This is an optimization exercise on Yosys and OpenROAD, whose aim is small area and a short achievable clock period, not a production implementation. At most, simulation tests tie the RTL to the original design; equivalence was not proved. For runs 2 and 3, only the layout was checked, not whether the RTL still works. Power figures rest on the tool's default switching activity, not on a simulated workload.

<file path="design.v">
`timescale 1ns/1ps
module lifo #(parameter N = 32,
				  parameter depth = 3)
				 (input wire clk,
				  input wire reset,
				  input wire wr_en,
				  input wire rd_en,
				  input [N-1:0] din,
				  output reg [N-1:0] dout,
				  output wire full,
				  output wire empty);
		localparam DEPTH = 2**depth;
		reg [depth:0] top;
		reg [N-1:0] mem [0:DEPTH-1];
		assign full = (top == DEPTH);
		assign empty = (top == 0);
		always @(posedge clk or posedge reset)
		begin
			if(reset)
			begin
				dout <= 0;
				top <= 0;
			end
			else
			begin
				case ({(wr_en && !full),(rd_en && !empty)})
					2'b01:begin
							dout <= mem[top-1];
							top <= top - 1'b1;
							end
					2'b10:begin
							mem[top] <= din;
							top <= top + 1'b1;
							end
					2'b11:begin
							dout <= mem[top-1];
                      		mem[top-1] <= din;
							top <= top;
							end
					default : top <= top;
				endcase
			end
		end
endmodule				  
</file>
<file path="run.sh">
#!/bin/bash
# synth_recipe.tcl (not shown) runs the flow's synth.tcl, then flattens the netlist and writes it again
# the make line also repeats each setting of config.mk as NAME=value (left out here)
make -C /OpenROAD-flow-scripts/flow DESIGN_CONFIG=/design/flow/config.mk WORK_HOME=/design/flow/orfs CLKGATE_MAP_FILE= SYNTH_SCRIPT=/design/flow/synth_recipe.tcl finish
</file>
<file path="config.mk">
export PLATFORM = sky130hd
export DESIGN_NAME = lifo
export DESIGN_NICKNAME = lifo
export VERILOG_FILES = /design/flow/design.v
export SDC_FILE = /design/flow/constraint.sdc
export NUM_CORES = 4
export LEC_CHECK = 0
export CAP_MARGIN = 20
export CORE_MARGIN = 2
export CORE_UTILIZATION = 40
export SLEW_MARGIN = 20
</file>
<file path="constraint.sdc">
create_clock -name core_clock -period 3.8 [get_ports {clk}]
set_input_delay 0.7600 -clock core_clock [delete_from_list [all_inputs] [get_ports {clk}]]
set_output_delay 0.7600 -clock core_clock [all_outputs]
set_load 0.01 [all_outputs]
</file>
==> results of run 1 <==
==> power breakdown <==
part	switching [mW]	total [mW]	internal, mW	leakage [nW]
Sequential	0.246	4.37	4.13	2.76
Clock	1.19	2.97	1.78	0.498
Combinational	2.72	4.46	1.74	1.32
==> metal layers <==
metal	global-route usage, %	up-vias
li1	-	2894
met1	24.4	3330
met2	29.4	186
met3	2.37	57
met4	5.63	0
met5	0	-
==> area by class of cell <==
cell class / count / area [µm²]
Timing Repair Buffer: 98 / 978
Inverter: 9 / 33.8
Multi-Input combinational cell: 322 / 2520
Sequential cell: 292 / 8590
Fill cell: 2330 / 14200
Clock buffer: 43 / 861
Tap cell: 378 / 473
Clock inverter: 13 / 156
==> metrics by stage <==
stage	instance area [µm²]	std cells
global route	13600	1155
global placement	12600	1098
finish	13600	1155
floorplan	11400	675
CTS	13600	1154
detailed placement	12600	1098
==> worst max-delay path, delay by kind of cell, from the launching register on <==
kind / cells / cell delay [ps]
AO/OA/AOI/OAI: 1 / 720
adder cells (fa/ha/maj): 1 / 210
buffers and inverters: 4 / 760
flip-flops: 1 / 410
AND/OR/NAND/NOR: 4 / 940
==> Yosys cell counts, types with 2 or more instances <==
library cell / instances
xnor2_1: 2
ha_1: 8
a32o_1: 31
a22o_1: 2
buf_4: 3
nor2_1: 4
buf_2: 29
o22ai_1: 33
and3_1: 3
nor2b_1: 3
o21ai_0: 8
buf_6: 9
o22ai_2: 30
mux2i_1: 31
xor2_1: 2
edfxtp_1: 256
nand3_1: 2
dfrtp_1: 36
a221oi_1: 3
clkbuf_1: 11
a22oi_1: 32
inv_1: 8
nand2b_1: 2
a21oi_1: 99
nand2_1: 10
==> sequential cells by signal (all words and copies together) (netlist names) <==
name  cells
mem     256
top       4
dout     32
==> cells by family after synthesis <==
family,Yosys count,share of synthesized area (%)
AND/OR/NAND/NOR,33,1.67
adder cells (fa/ha/maj),8,0.881
multiplexers,32,2.83
XOR/XNOR,4,0.308
flip-flops,292,75.6
buffers and inverters,61,3.03
AO/OA/AOI/OAI,245,15.7
==> final timing paths <==
path	slack [ps]	from	cells after the start	endpoint
hold / removal	530	mem[0][11]$_DFFE_PP_	2	dout[11]$_DFFE_PP0P_
hold reg to reg	530	mem[0][11]$_DFFE_PP_	2	dout[11]$_DFFE_PP0P_
setup reg to reg	490	top[0]$_DFFE_PP0P_	10	mem[1][23]$_DFFE_PP_
min in group asynchronous	920	reset	3	dout[9]$_DFFE_PP0P_
max in group asynchronous	2450	reset	3	top[0]$_DFFE_PP0P_
setup / recovery	490	top[0]$_DFFE_PP0P_	10	mem[1][23]$_DFFE_PP_
==> impl_metrics.yaml, run 1 <==
status:
  run_status: "timing/DRC/antenna clean"
die:
  die-area_mm2: 0.0298
  rows: 61
  io_pins: 70
  start_util_pct: 40.8
  fp.dieH_um: 173
  coreArea_mm2: 0.0279
  dieWidth_um: 173
flow_run:
  drv_cap: 0
sta:
  grt_setup_unrepaired: "no"
  hold_viol_final: 0
  setup_viol: 0
  maxSlewViolCount: 0
  worst_clock_skew_ps: 13.1
  slew_headroom_pct: 35.4
  post-route-min-period_ps: 3310
  finalSetupTns_ps: 0
  fin_ws_ps: 490
  max_freq_ghz: 0.302
  worst_slew_pin_slew_ps: 968
  period_share_pct: 87.1
  hold_ws_ps: 526
synth:
  avgSynthCellArea_um2: 16.8
  synth_warnings: 2
  synth_seq_cells: 292
  ys_seq_area_share_pct: 75.6
  synth_top_area_share_pct: 67.7
  synth_cells: 675
  syn_nets: 719
  synth_edf_count: 256
  yosys_most_used_dff: "edfxtp_1"
  syn-cell-area_mm2: 0.0114
  synth_top_area_cell: "edfxtp_1"
  yosysUniqueCellTypes: 43
  synth_area_leaders: "edfxtp_1 (68%), dfrtp_1 (7.9%), a21oi_1 (4.4%)"
  synth-async-reset-ratio_pct: 12.3
route:
  wl_per_cell_um: 22.9
  via_per_inst: 5.60
  firstDrtPassIters: 5
  drt-total-wl_mm: 26.4
  first_iter_violations: 587
  num_vias: 6467
  route.met2.wl_mm: 12.8
  highest-signal-layer: "met4"
  wl_met3_mm: 1.21
  antenna_left: 0
  drc: 0
  met1_length_mm: 11.6
cells_and_area:
  antenna_cells: 0
  area_growth_pct: 19.8
  drive_gt1_share_pct: 16.0
  final_common_cell: "edfxtp_1"
  final_nets: 797
  fin_util_pct: 48.9
  final_cell_mix: "edfxtp_1 (256), a21oi_1 (97), clkdlybuf4s50_1 (69), dfrtp_1 (35), o22ai_1 (33)"
worst_setup_path:
  cp_max_fo: 21
  cp_common_cell: "buf_4"
  startpoint_type: "register"
  cp.required_ps: 4090
  critical_path_class: "register to register"
  slowest_stage: "o21ai_0"
  critPathMaxStageDelay_ps: 720
  cp.arrival_ps: 3600
  cp_cell_sequence: "or2_1, buf_4, nor3_1, nand2b_1, inv_1, ha_1, buf_4, o21ai_0, nor2_4, buf_12"
  cp-end-kind: "register"
power_and_ir_drop:
  leakage_nw: 4.57
  ir_worst_vdd_v: 0.000372
  powerDensity_mw_per_mm2: 867
  total_power_mw: 11.8
cts:
  cts.sinks: 292
  clk_pin_slew_ps: 60
  cts-resized-gates: 0
  cts-root-buf: "clkbuf_16"
  cts_max_level: 1
  cts_hold_buf: 0
  cts_setup_buffers: 0
  cts_tree: "built"
  clk_path_buf_depth: 3
  clock_latency_ps: 550
  numCtsBuffers: 30
global_route:
  grt_first_pass_wirelength_mm: 41.3
  antenna_found_initial: 0
  grt_pass1_vias: 6831
  grt_max_degree: 74
  gr-total-overflow: 0
  grtUsageTotal_pct: 17.7
placed_design:
  portBuffers: 69
  place.gp.congestion: 0.799
  place_ws_ps: 392
  place_hpwl_mm: 14.9
worst_hold_path:
  hp-class: "register to register"
==> inputs of run 2 (changes only) <==
==> design.v (replaced) <==
`timescale 1ns/1ps
module lifo #(parameter N = 32,
              parameter depth = 3)
             (input wire clk,
              input wire reset,
              input wire wr_en,
              input wire rd_en,
              input [N-1:0] din,
              output reg [N-1:0] dout,
              output reg full,
              output reg empty);
    localparam DEPTH = 2**depth;
    reg [DEPTH:0]  at;                 
    reg [N-1:0]    mem [0:DEPTH-1];
    wire push = wr_en & ~at[DEPTH];
    wire pop  = rd_en & ~at[0];
    wire [DEPTH-1:0] we;
    genvar i;
    generate
        for (i = 0; i < DEPTH; i = i + 1) begin : g_we
            if (i == 0)
                assign we[i] = wr_en & (at[0] | (rd_en & at[1]));
            else if (i == DEPTH-1)
                assign we[i] = wr_en & ~rd_en & at[i];
            else
                assign we[i] = wr_en & (rd_en ? at[i+1] : at[i]);
        end
    endgenerate
    generate
        for (i = 0; i < DEPTH; i = i + 1) begin : g_mem
            always @(posedge clk)
                if (we[i]) mem[i] <= din;
        end
    endgenerate
    wire [DEPTH-1:0] sel;
    generate
        for (i = 0; i < DEPTH; i = i + 1) begin : g_sel
            assign sel[i] = rd_en & at[i+1];
        end
    endgenerate
    wire hold = ~pop;
    reg [N-1:0] dout_n;
    integer j;
    always @* begin
        dout_n = {N{hold}} & dout;
        for (j = 0; j < DEPTH; j = j + 1)
            dout_n = dout_n | ({N{sel[j]}} & mem[j]);
    end
    wire up = push & ~pop;
    wire dn = pop & ~push;
    wire [DEPTH:0] at_n;
    generate
        for (i = 0; i <= DEPTH; i = i + 1) begin : g_at
            wire below = (i > 0) ? at[i-1] : 1'b0;
            wire above = (i < DEPTH) ? at[i+1] : 1'b0;
            assign at_n[i] = up ? below : (dn ? above : at[i]);
        end
    endgenerate
    always @(posedge clk or posedge reset)
    begin
        if (reset) begin
            dout  <= {N{1'b0}};
            at    <= {{DEPTH{1'b0}}, 1'b1};
            full  <= 1'b0;
            empty <= 1'b1;
        end else begin
            dout  <= dout_n;
            at    <= at_n;
            full  <= at_n[DEPTH];
            empty <= at_n[0];
        end
    end
endmodule
--- a/config.mk
+++ b/config.mk
@@ -7,5 +7,6 @@
 export LEC_CHECK = 0
 export CAP_MARGIN = 20
 export CORE_MARGIN = 2
-export CORE_UTILIZATION = 40
+export CORE_UTILIZATION = 60
+export SETUP_SLACK_MARGIN = 2.2
 export SLEW_MARGIN = 20
==> run 2 against run 1 <==
  * Still clean
  * Sequential power down 19%
  * First-iteration DRC count rose by 15%
  * Die area decreased by 36%
  * Critical path depth shrank 9
  * Total power shrank 44%
  * Critical path type is now register to primary output
  * Largest cell class unchanged
  * Largest power group is now sequential cells
==> impl_metrics.yaml, run 2 <==
synth:
  synth_top_area_cell: "edfxtp_1"
  yosys_most_used_dff: "edfxtp_1"
  synth_cells: 588
  yosysMostFrequentCell: "edfxtp_1"
  synth_warnings: 2
  syn_nets: 626
  synth_seq_cells: 297
  yosysUniqueCellTypes: 24
  ys_seq_area_share_pct: 81.1
  synth-async-reset-ratio_pct: 13.8
  syn-cell-area_mm2: 0.0107
  synth_commonest_cells: "edfxtp_1 (256), a22oi_1 (96), dfrtp_1 (40)"
  synth_area_leaders: "edfxtp_1 (72%), dfrtp_1 (9.3%), a22oi_1 (6.7%)"
  synth_edf_count: 256
  synth_top_area_share_pct: 71.6
  avgSynthCellArea_um2: 18.3
worst_setup_path:
  cp.required_ps: 3040
  startpoint_type: "register"
  endpoint: "empty"
  r2r_cells: 5
  r2r-start: "at[0]$_DFFE_PP1P_"
  cp_cell_sequence: "buf_6"
  cp-end-kind: "primary output"
  cp.depth: 1
  r2r-end: "at[5]$_DFFE_PP0P_"
  cp_max_fo: 3
  critPathMaxStageDelay_ps: 550
  crit_start: "at[0]$_DFFE_PP1P_"
  path_delay_family: "flip-flops"
  critical_path_class: "register to primary output"
  slowest_stage: "dfstp_2"
  regToRegSetupSlack_ps: 2070
  cp.arrival_ps: 1190
  worstPathBufferInverterCount: 1
power_and_ir_drop:
  ir_worst_vdd_v: 0.000523
  seq_power_share_pct: 53.3
  powerDensity_mw_per_mm2: 490
  swShare_pct: 19.2
  p_int_mw: 5.37
  p_comb_share_pct: 1.9
  p_clk_share_pct: 44.8
  leakage_nw: 4.86
  switching_power_mw: 1.28
global_route:
  grt_max_degree: 42
  antenna_found_initial: 0
  grt_pass1_vias: 6343
  grtUsageTotal_pct: 28.8
  gr-total-overflow: 0
  grt_first_pass_wirelength_mm: 38.8
placed_design:
  portBuffers: 69
  place.gp.congestion: 0.754
  place_hpwl_mm: 12.9
  dpl-instance-area_mm2: 0.0117
die:
  io_pins: 70
  coreArea_mm2: 0.0174
  fp.dieH_um: 138
  start_util_pct: 61.7
  die-area_mm2: 0.0190
  dieWidth_um: 138
  rows: 48
sta:
  setup_viol: 0
  worst_clock_skew_ps: 13.3
  maxSlewViolCount: 0
  slew_headroom_pct: 50.8
  post-route-min-period_ps: 1950
  max_freq_ghz: 0.512
  worst_slew_pin_slew_ps: 737
  period_share_pct: 51.4
  grt_setup_unrepaired: "yes"
  finalSetupTns_ps: 0
  hold_viol_final: 0
cells_and_area:
  drive_gt1_share_pct: 26.3
  largest_register_ffs: 256
  antenna_cells: 0
  finalInstanceArea_mm2: 0.0136
  n_fill_cell: 961
  final_common_cell: "edfxtp_1"
  final_nets: 769
  register_area_mm2: 0.00873
  regMostFlops: "mem"
  reg_top3: "mem x256, dout x32, at x9"
  area_growth_pct: 26.3
  final_cell_mix: "edfxtp_1 (256), a22oi_1 (94), buf_4 (49), dfrtp_1 (35), clkdlybuf4s50_1 (33)"
  fin_util_pct: 77.9
  multiInputGateArea_mm2: 0.00199
route:
  drc: 0
  antenna_left: 0
  first_iter_violations: 677
  via_per_inst: 6.53
  drt-total-wl_mm: 27.1
  num_vias: 6393
  wl_per_cell_um: 27.6
  firstDrtPassIters: 4
cts:
  cts.sinks: 297
  cts_hold_buf: 0
  cts_max_level: 1
  clk_pin_slew_ps: 60
  cts-root-buf: "clkbuf_16"
  numCtsBuffers: 29
  cts_tree: "built"
  clock_latency_ps: 550
  clk_path_buf_depth: 3
worst_hold_path:
  whs_path_depth: 1
  hp-class: "register to register"
status:
  run_status: "timing/DRC/antenna clean"
flow_run:
  drv_cap: 0
-- run 2: layout make-up --
type                            count  share of cell area, %
Sequential cell                   297                   64.3
Inverter                            3                  0.111
Tap cell                          225                   2.07
Multi-Input combinational cell    247                   14.7
Timing Repair Buffer              153                   11.4
Clock buffer                       34                   5.63
Clock inverter                     20                   1.78
-- run 2: how the worst min path moves through the flow --
| stage | from | endpoint | slack (ps) |
|---|---|---|---|
| global route | dout[30]$_DFF_PP0_ | dout[30]$_DFF_PP0_ | 530 |
| floorplan | at[0]$_DFFE_PP1P_ | at[0]$_DFFE_PP1P_ | 510 |
| detailed placement | dout[4]$_DFF_PP0_ | dout[4]$_DFF_PP0_ | 500 |
| finish | dout[18]$_DFF_PP0_ | dout[18]$_DFF_PP0_ | 520 |
| global placement | dout[0]$_DFF_PP0_ | dout[0]$_DFF_PP0_ | 500 |
| CTS | dout[30]$_DFF_PP0_ | dout[30]$_DFF_PP0_ | 520 |
-- run 2: cells by family (layout without fill, tap and decap cells) --
family	count (synthesis)	after routing	share of synthesized area [%]
buffers and inverters	48	210	2.00
adders and majority gates	2	2	0.233
muxes	9	9	0.839
DFF	297	297	81.1
AOI/OAI and AO/OA	174	178	13.0
and+or+nand+nor	58	58	2.76
-- run 2: per-layer routing --
layer	wire [µm]	GRT usage, %	vias up
met5	0	0	-
met4	932	10.3	0
met3	2270	5.11	62
met2	12900	46.2	351
met1	10900	40.4	3262
li1	-	-	2718
-- run 2: power groups by stage --
| stage | registers (mW) | logic, mW | clock network [mW] |
|---|---|---|---|
| final | 3.54 | 0.127 | 2.98 |
| after global routing | 3.54 | 0.137 | 3.13 |
| after CTS | 3.54 | 0.120 | 3.00 |
| after detailed placement | 3.61 | 0.113 | 0 |
| after global placement | 3.61 | 0.108 | 0 |
| after floorplan | 3.61 | 0.0418 | 0 |
-- run 2: timing repair --
| action | in CTS | in global routing |
|---|---|---|
| pin swaps | 5 | 2 |
| endpoints found under the setup margin | 331 | 156 |
| hold endpoints to repair | 0 | 0 |
| gates cloned | 4 | 1 |
| buffers inserted | 45 | 21 |
| resized for setup | 174 | 20 |
-- run 2: metrics by stage --
step | setup slack, ps | power [mW] | hold slack (ps) | std cells
final | 1850 | 6.65 | 521 | 979
after global routing | 1810 | 6.80 | 531 | 979
after CTS | 1830 | 6.66 | 520 | 956
after detailed placement | 857 | 3.72 | 503 | 853
after global placement | 887 | 3.72 | 497 | 853
after floorplan | 1690 | 3.65 | 505 | 588
==> inputs of run 3 (changes only) <==
--- a/config.mk
+++ b/config.mk
@@ -7,6 +7,5 @@
 export LEC_CHECK = 0
 export CAP_MARGIN = 20
 export CORE_MARGIN = 2
-export CORE_UTILIZATION = 60
-export SETUP_SLACK_MARGIN = 2.2
+export CORE_UTILIZATION = 40
 export SLEW_MARGIN = 20
==> run 3 against run 2 <==
  * Synthesized cell count stayed put
  * Critical path depth did not move
  * Setup slack worse by 990 ps
  * Clock skew decreased by 6.8 ps
  * Critical path type unchanged
  * Total power rose by 1.0%
  * Die area up 48%
  * Sequential power hardly changed
  * Largest cell class unchanged
  * Non-clock buffer count down 56
==> impl_metrics.yaml, run 3 <==
die:
  fp.dieH_um: 168
  start_util_pct: 41.0
  dieWidth_um: 168
  io_pins: 70
  coreArea_mm2: 0.0262
  die-area_mm2: 0.0282
  rows: 59
synth:
  synth_cells: 588
  synth_top_area_cell: "edfxtp_1"
  syn-cell-area_mm2: 0.0107
  yosysMostFrequentCell: "edfxtp_1"
  avgSynthCellArea_um2: 18.3
  synth_seq_cells: 297
  synth_area_leaders: "edfxtp_1 (72%), dfrtp_1 (9.3%), a22oi_1 (6.7%)"
  yosysUniqueCellTypes: 24
  synth_top_area_share_pct: 71.6
  synth_warnings: 2
  yosys_most_used_dff: "edfxtp_1"
  synth-async-reset-ratio_pct: 13.8
  ys_seq_area_share_pct: 81.1
  synth_edf_count: 256
  synth_commonest_cells: "edfxtp_1 (256), a22oi_1 (96), dfrtp_1 (40)"
  syn_nets: 626
worst_setup_path:
  regToRegSetupSlack_ps: 1580
  startpoint_type: "register"
  worstPathBufferInverterCount: 1
  critical_path_class: "register to primary output"
  r2r_cells: 3
  r2r-start: "at[6]$_DFFE_PP0P_"
  cp-end-kind: "primary output"
  cp.arrival_ps: 2180
  cp.required_ps: 3040
  critPathMaxStageDelay_ps: 960
  cp_max_fo: 19
  slowest_stage: "dfrtp_1"
  cp_cell_sequence: "clkdlybuf4s50_1"
  path_delay_family: "flip-flops"
  crit_start: "at[8]$_DFFE_PP0P_"
  r2r-end: "mem[5][16]$_DFFE_PP_"
placed_design:
  portBuffers: 69
  place.gp.congestion: 0.756
  place_hpwl_mm: 15.1
  place_ws_ps: 1180
cells_and_area:
  final_nets: 709
  antenna_cells: 0
  area_growth_pct: 20.6
  regMostFlops: "mem"
  fin_util_pct: 49.4
  final_common_cell: "edfxtp_1"
  final_cell_mix: "edfxtp_1 (256), a22oi_1 (96), clkdlybuf4s50_1 (68), dfrtp_1 (40)"
  drive_gt1_share_pct: 11.5
  largest_register_ffs: 256
  reg_top3: "mem x256, dout x32, at x9"
global_route:
  grt_pass1_vias: 6237
  grtUsageTotal_pct: 18.2
  antenna_found_initial: 0
  grt_first_pass_wirelength_mm: 38.7
  gr-total-overflow: 0
  grt_max_degree: 37
worst_hold_path:
  hp-class: "register to register"
  worstHoldStart: "dout[12]$_DFF_PP0_"
  whs_path_depth: 1
  hold_end: "dout[12]$_DFF_PP0_"
sta:
  grt_setup_unrepaired: "no"
  setup_viol: 0
  maxSlewViolCount: 0
  slew_headroom_pct: 36.6
  post-route-min-period_ps: 2940
  worst_clock_skew_ps: 6.50
  worst_slew_pin_slew_ps: 952
  max_freq_ghz: 0.340
  fin_ws_ps: 856
  period_share_pct: 77.5
  hold_viol_final: 0
  finalSetupTns_ps: 0
route:
  num_vias: 5995
  antenna_left: 0
  first_iter_violations: 610
  drt-total-wl_mm: 25.5
  firstDrtPassIters: 5
  wl_per_cell_um: 24.8
  via_per_inst: 5.83
  drc: 0
cts:
  cts-resized-gates: 0
  clock_latency_ps: 530
  cts_hold_buf: 0
  cts_tree: "built"
  cts.sinks: 297
  clk_pin_slew_ps: 60
  clk_path_buf_depth: 3
  cts_max_level: 1
  cts_setup_buffers: 0
  numCtsBuffers: 29
  cts-root-buf: "clkbuf_16"
power_and_ir_drop:
  leakage_nw: 4.40
  ir_worst_vdd_v: 0.000326
  powerDensity_mw_per_mm2: 518
status:
  run_status: "timing/DRC/antenna clean"
flow_run:
  drv_cap: 0
[run 3: changes by cell type in the layout (fill, tap and decap cells not counted), sizes merged]
cell and change:
clkinv -2, buf -89, inv -1, bufinv +2, clkinvlp -2, clkdlybuf4s50 +35
o21a -4
[run 3: worst max path at each step]
stage	endpoint	cells after the start
after floorplan	mem[3][0]$_DFFE_PP_	4
after global placement	at[6]$_DFFE_PP0P_	6
after detailed placement	at[5]$_DFFE_PP0P_	6
after CTS	full	1
after global routing	full	1
final	full	1
[run 3: cell type report]
type / count / area, µm²
well taps: 335 / 419
flip-flops and latches: 297 / 8710
repair buffers: 97 / 946
multi-input cells: 243 / 1840
clock inverters: 17 / 263
clock buffers: 36 / 762
fillers: 2121 / 13200
inverters: 3 / 11.3
[run 3: per-stage QoR]
stage / instances / total power [mW] / cell area (µm²) / hold slack, ps
global route: 1028 / 6.90 / 13000 / 528
floorplan: 588 / 3.64 / 10700 / 507
global placement: 974 / 3.73 / 11900 / 495
CTS: 1028 / 6.77 / 13000 / 519
finish: 1028 / 6.72 / 13000 / 514
detailed placement: 975 / 3.73 / 11900 / 505
[run 3: cell families (layout without fill, tap and decap cells)]
group	after synthesis	after routing	synth area share, %
mux	9	9	0.839
fa+ha+maj	2	2	0.233
compound gates	174	174	13.0
flops	297	297	81.1
simple gates	58	58	2.76
buf+inv	48	153	2.00
[run 3: metal layers]
layer / up-vias / global-route usage [%] / share of wire, % / routed length (µm)
met1: 3162 / 25.2 / 43 / 11000
li1: 2585 / - / - / -
met4: 0 / 4.65 / 2.1 / 528
met3: 41 / 2.80 / 5.7 / 1460
met2: 207 / 30.3 / 49 / 12500
met5: - / 0 / 0 / 0
[run 3: power breakdown]
group / internal, mW / switching (mW)
Sequential: 3.54 / 0
Clock: 1.89 / 1.16
Combinational: 0.0409 / 0.0801
==> inputs of run 4 (changes only) <==
==> design.v (replaced) <==
`timescale 1ns/1ps
module lifo #(parameter N = 32,
              parameter depth = 3)
             (input wire clk,
              input wire reset,
              input wire wr_en,
              input wire rd_en,
              input [N-1:0] din,
              output reg [N-1:0] dout,
              output wire full,
              output wire empty);
    localparam DEPTH = 2**depth;
    reg              emp;              
    reg [DEPTH-1:1]  lvl;              
    reg [N-1:0]      mem [0:DEPTH-1];
    wire [DEPTH+1:0] th = {1'b0, lvl, ~emp, 1'b1};   
    assign full  = lvl[DEPTH-1];
    assign empty = emp;
    wire push = wr_en & ~full;
    wire pop  = rd_en & ~emp;
    wire [DEPTH:0] at;
    genvar i;
    generate
        for (i = 0; i <= DEPTH; i = i + 1) begin : g_at
            assign at[i] = th[i] & ~th[i+1];
        end
    endgenerate
    wire [DEPTH-1:0] we;
    generate
        for (i = 0; i < DEPTH; i = i + 1) begin : g_we
            assign we[i] = push & (pop ? at[i+1] : at[i]);
        end
    endgenerate
    generate
        for (i = 0; i < DEPTH; i = i + 1) begin : g_mem
            always @(posedge clk)
                if (we[i]) mem[i] <= din;
        end
    endgenerate
    reg [N-1:0] rdata;
    integer j;
    always @* begin
        rdata = {N{1'b0}};
        for (j = 0; j < DEPTH; j = j + 1)
            rdata = rdata | ({N{at[j+1]}} & mem[j]);
    end
    wire up = push & ~pop;
    wire dn = pop & ~push;
    wire [DEPTH+1:0] th_n;
    assign th_n[0] = 1'b1;
    assign th_n[DEPTH+1] = 1'b0;
    generate
        for (i = 1; i <= DEPTH; i = i + 1) begin : g_th
            assign th_n[i] = up ? th[i-1] : (dn ? th[i+1] : th[i]);
        end
    endgenerate
    always @(posedge clk or posedge reset)
    begin
        if (reset) begin
            dout <= {N{1'b0}};
            emp  <= 1'b1;
            lvl  <= {(DEPTH-1){1'b0}};
        end else begin
            if (pop) dout <= rdata;
            emp <= ~th_n[1];
            lvl <= th_n[DEPTH:2];
        end
    end
endmodule
==> run 4 against run 3 <==
  * Setup slack better by 410 ps
  * Via count up 2.1%
  * Total power up 31%
==> impl_metrics.yaml, run 4 <==
route:
  antenna_left: 0
  wl_per_cell_um: 22.3
  first_iter_violations: 585
  drc: 0
  via_per_inst: 5.58
  firstDrtPassIters: 6
  drt-total-wl_mm: 24.4
  num_vias: 6119
cells_and_area:
  largest_register_ffs: 256
  reg_top3: "mem x256, dout x32, lvl x7"
  final_cell_mix: "edfxtp_1 (256), clkdlybuf4s50_1 (69), and3b_1 (64), dfrtp_1 (38), nor2_1 (34)"
  fin_util_pct: 48.6
  area_growth_pct: 18.9
  drive_gt1_share_pct: 12.7
  final_common_cell: "edfxtp_1"
  finalInstanceArea_mm2: 0.0132
  final_nets: 741
  regMostFlops: "mem"
sta:
  grt_setup_unrepaired: "no"
  post-route-min-period_ps: 2530
  slew_headroom_pct: 34.7
  worst_slew_pin_slew_ps: 974
  maxSlewViolCount: 0
  setup_viol: 0
  fin_ws_ps: 1270
  max_freq_ghz: 0.394
  hold_viol_final: 0
  finalSetupTns_ps: 0
  worst_clock_skew_ps: 11.9
  period_share_pct: 66.7
worst_setup_path:
  startpoint_type: "register"
  slowest_stage: "dfrtp_2"
  worstPathBufferInverterCount: 1
  cp.arrival_ps: 1770
  cp-end-kind: "primary output"
  cp_max_fo: 17
  path_delay_family: "flip-flops"
  critical_path_class: "register to primary output"
  cp.required_ps: 3040
  critPathMaxStageDelay_ps: 620
  cp_cell_sequence: "clkdlybuf4s50_1"
cts:
  numCtsBuffers: 29
  cts_max_level: 1
  cts_tree: "built"
  cts-root-buf: "clkbuf_16"
  clk_pin_slew_ps: 60
  cts-resized-gates: 0
  cts_setup_buffers: 0
  clock_latency_ps: 540
  cts.sinks: 296
  clk_path_buf_depth: 3
  cts_hold_buf: 0
synth:
  synth_seq_cells: 296
  synth_commonest_cells: "edfxtp_1 (256), and3b_1 (64), dfrtp_1 (39)"
  yosysMostFrequentCell: "edfxtp_1"
  avgSynthCellArea_um2: 17.7
  synth_warnings: 2
  synth-async-reset-ratio_pct: 13.5
  yosysUniqueCellTypes: 28
  synth_edf_count: 256
  synth_top_area_cell: "edfxtp_1"
  syn_nets: 663
  synth_area_leaders: "edfxtp_1 (69%), dfrtp_1 (8.8%), and3b_1 (5.1%)"
  ys_seq_area_share_pct: 78.5
  synth_top_area_share_pct: 69.4
  yosys_most_used_dff: "edfxtp_1"
  syn-cell-area_mm2: 0.0111
  synth_cells: 625
status:
  run_status: "timing/DRC/antenna clean"
global_route:
  antenna_found_initial: 1
  grt_max_degree: 54
  grt_first_pass_wirelength_mm: 37.3
  grtUsageTotal_pct: 16.9
  grt_pass1_vias: 6201
  gr-total-overflow: 0
  grtUsageMet2_pct: 27.7
  grt_use_met3_pct: 2.70
  grt_use_met1_pct: 23.7
  grt.busiest_layer: "met2"
die:
  coreArea_mm2: 0.0271
  fp.dieH_um: 170
  rows: 60
  start_util_pct: 40.9
  die-area_mm2: 0.0290
  io_pins: 70
  dieWidth_um: 170
placed_design:
  place_hpwl_mm: 14.3
  dpl-instance-area_mm2: 0.0123
  place.gp.congestion: 0.735
  portBuffers: 69
  place_ws_ps: 814
power_and_ir_drop:
  leakage_nw: 4.41
  total_power_mw: 8.80
  ir_worst_vdd_v: 0.000352
  powerDensity_mw_per_mm2: 668
worst_hold_path:
  hp-class: "register to register"
flow_run:
  drv_cap: 0
==> run 4: kinds of logic (layout without fill, tap and decap cells) <==
family / after synthesis / count (layout) / share of synthesized area, %
AND/OR/NAND/NOR: 128 / 128 / 7.51
adder cells (fa/ha/maj): 2 / 2 / 0.226
buffers and inverters: 50 / 148 / 2.34
AO/OA/AOI/OAI: 143 / 143 / 10.9
other: 0 / 1 / 0
multiplexers: 6 / 6 / 0.542
flip-flops: 296 / 296 / 78.5
==> run 4: report_power, final <==
group / leakage [nW] / internal, mW / switching, mW / total (mW)
combinational: 1.18 / 0.774 / 1.07 / 1.84
sequential: 2.79 / 4.06 / 0.224 / 4.28
clock: 0.436 / 1.54 / 1.14 / 2.67
==> run 4: worst paths after layout <==
check / depth (start not counted) / end / from / slack [ps]
max in group asynchronous: 2 / lvl[7]$_DFFE_PP0P_ / reset / 2520
hold / removal: 2 / dout[26]$_DFFE_PP0P_ / mem[3][26]$_DFFE_PP_ / 540
hold reg to reg: 2 / dout[26]$_DFFE_PP0P_ / mem[3][26]$_DFFE_PP_ / 540
setup / recovery: 1 / full / lvl[7]$_DFFE_PP0P_ / 1270
setup reg to reg: 5 / mem[5][6]$_DFFE_PP_ / lvl[5]$_DFFE_PP0P_ / 1340
min in group asynchronous: 2 / dout[22]$_DFFE_PP0P_ / reset / 720
==> run 4: metrics by stage <==
| stage | hold WS (ps) | cells |
|---|---|---|
| 6_report | 537 | 1096 |
| 3_3_place_gp | 527 | 1044 |
| 4_1_cts | 542 | 1095 |
| 2_1_floorplan | 508 | 625 |
| 3_5_place_dp | 528 | 1044 |
| 5_1_grt | 578 | 1096 |
==> run 4: area by class of cell <==
| type | count | area [µm²] |
|---|---|---|
| Antenna cell | 1 | 2.50 |
| Clock buffer | 41 | 811 |
| Clock inverter | 10 | 70.1 |
| Fill cell | 2263 | 13900 |
| Inverter | 4 | 16.3 |
| Multi-Input combinational cell | 279 | 2210 |
| Sequential cell | 296 | 8690 |
| Tap cell | 372 | 465 |
| Timing Repair Buffer | 93 | 908 |
==> run 4: metal layers <==
layer  wire [µm]  vias up  part of all wire (%)
met1       10800     3129                    44
li1            -     2726                     -
met2       11600      221                    47
met4         488        0                   2.0
met3        1600       43                   6.5
met5           0        -                     0

[re-timing with driven ports]
No port has a modelled driver above. Below, the same layouts with a new extraction and two added sets of constraints. Step 1 sets driving cells, clkbuf_16 on the clock port and buf_2 on the other inputs (assumed; they add their load-dependent delay and slew). Step 2 adds t to the input delays and takes it off the output delays; t is the mean of the earliest and latest rising clock arrival at the registers after step 1. Input paths then give back, and output paths get back, about the clock's delay inside the block. Slacks: ideal ports / drivers / drivers and shift; pairs: ideal ports / drivers.
| run | shift t [ns] | slack for setup (ns) | clock arrival spread, ns | slew at the worst register clock pin (ns) |
|---|---|---|---|---|
| run 1 | 0.586 | 0.490 / 0.490 / 0.393 | 0.016 / 0.016 | 0.06 / 0.06 |
| run 2 | 0.587 | 1.846 / 1.801 / 1.606 | 0.014 / 0.014 | 0.07 / 0.07 |
| run 3 | 0.575 | 0.856 / 0.807 / 1.158 | 0.010 / 0.011 | 0.06 / 0.06 |
| run 4 | 0.575 | 1.265 / 1.219 / 0.744 | 0.014 / 0.013 | 0.06 / 0.06 |
After both steps every run listed still meets setup and hold. The setup slack of run 4, which loses most, moves by -0.046 ns with the drivers and by -0.521 ns with both steps.
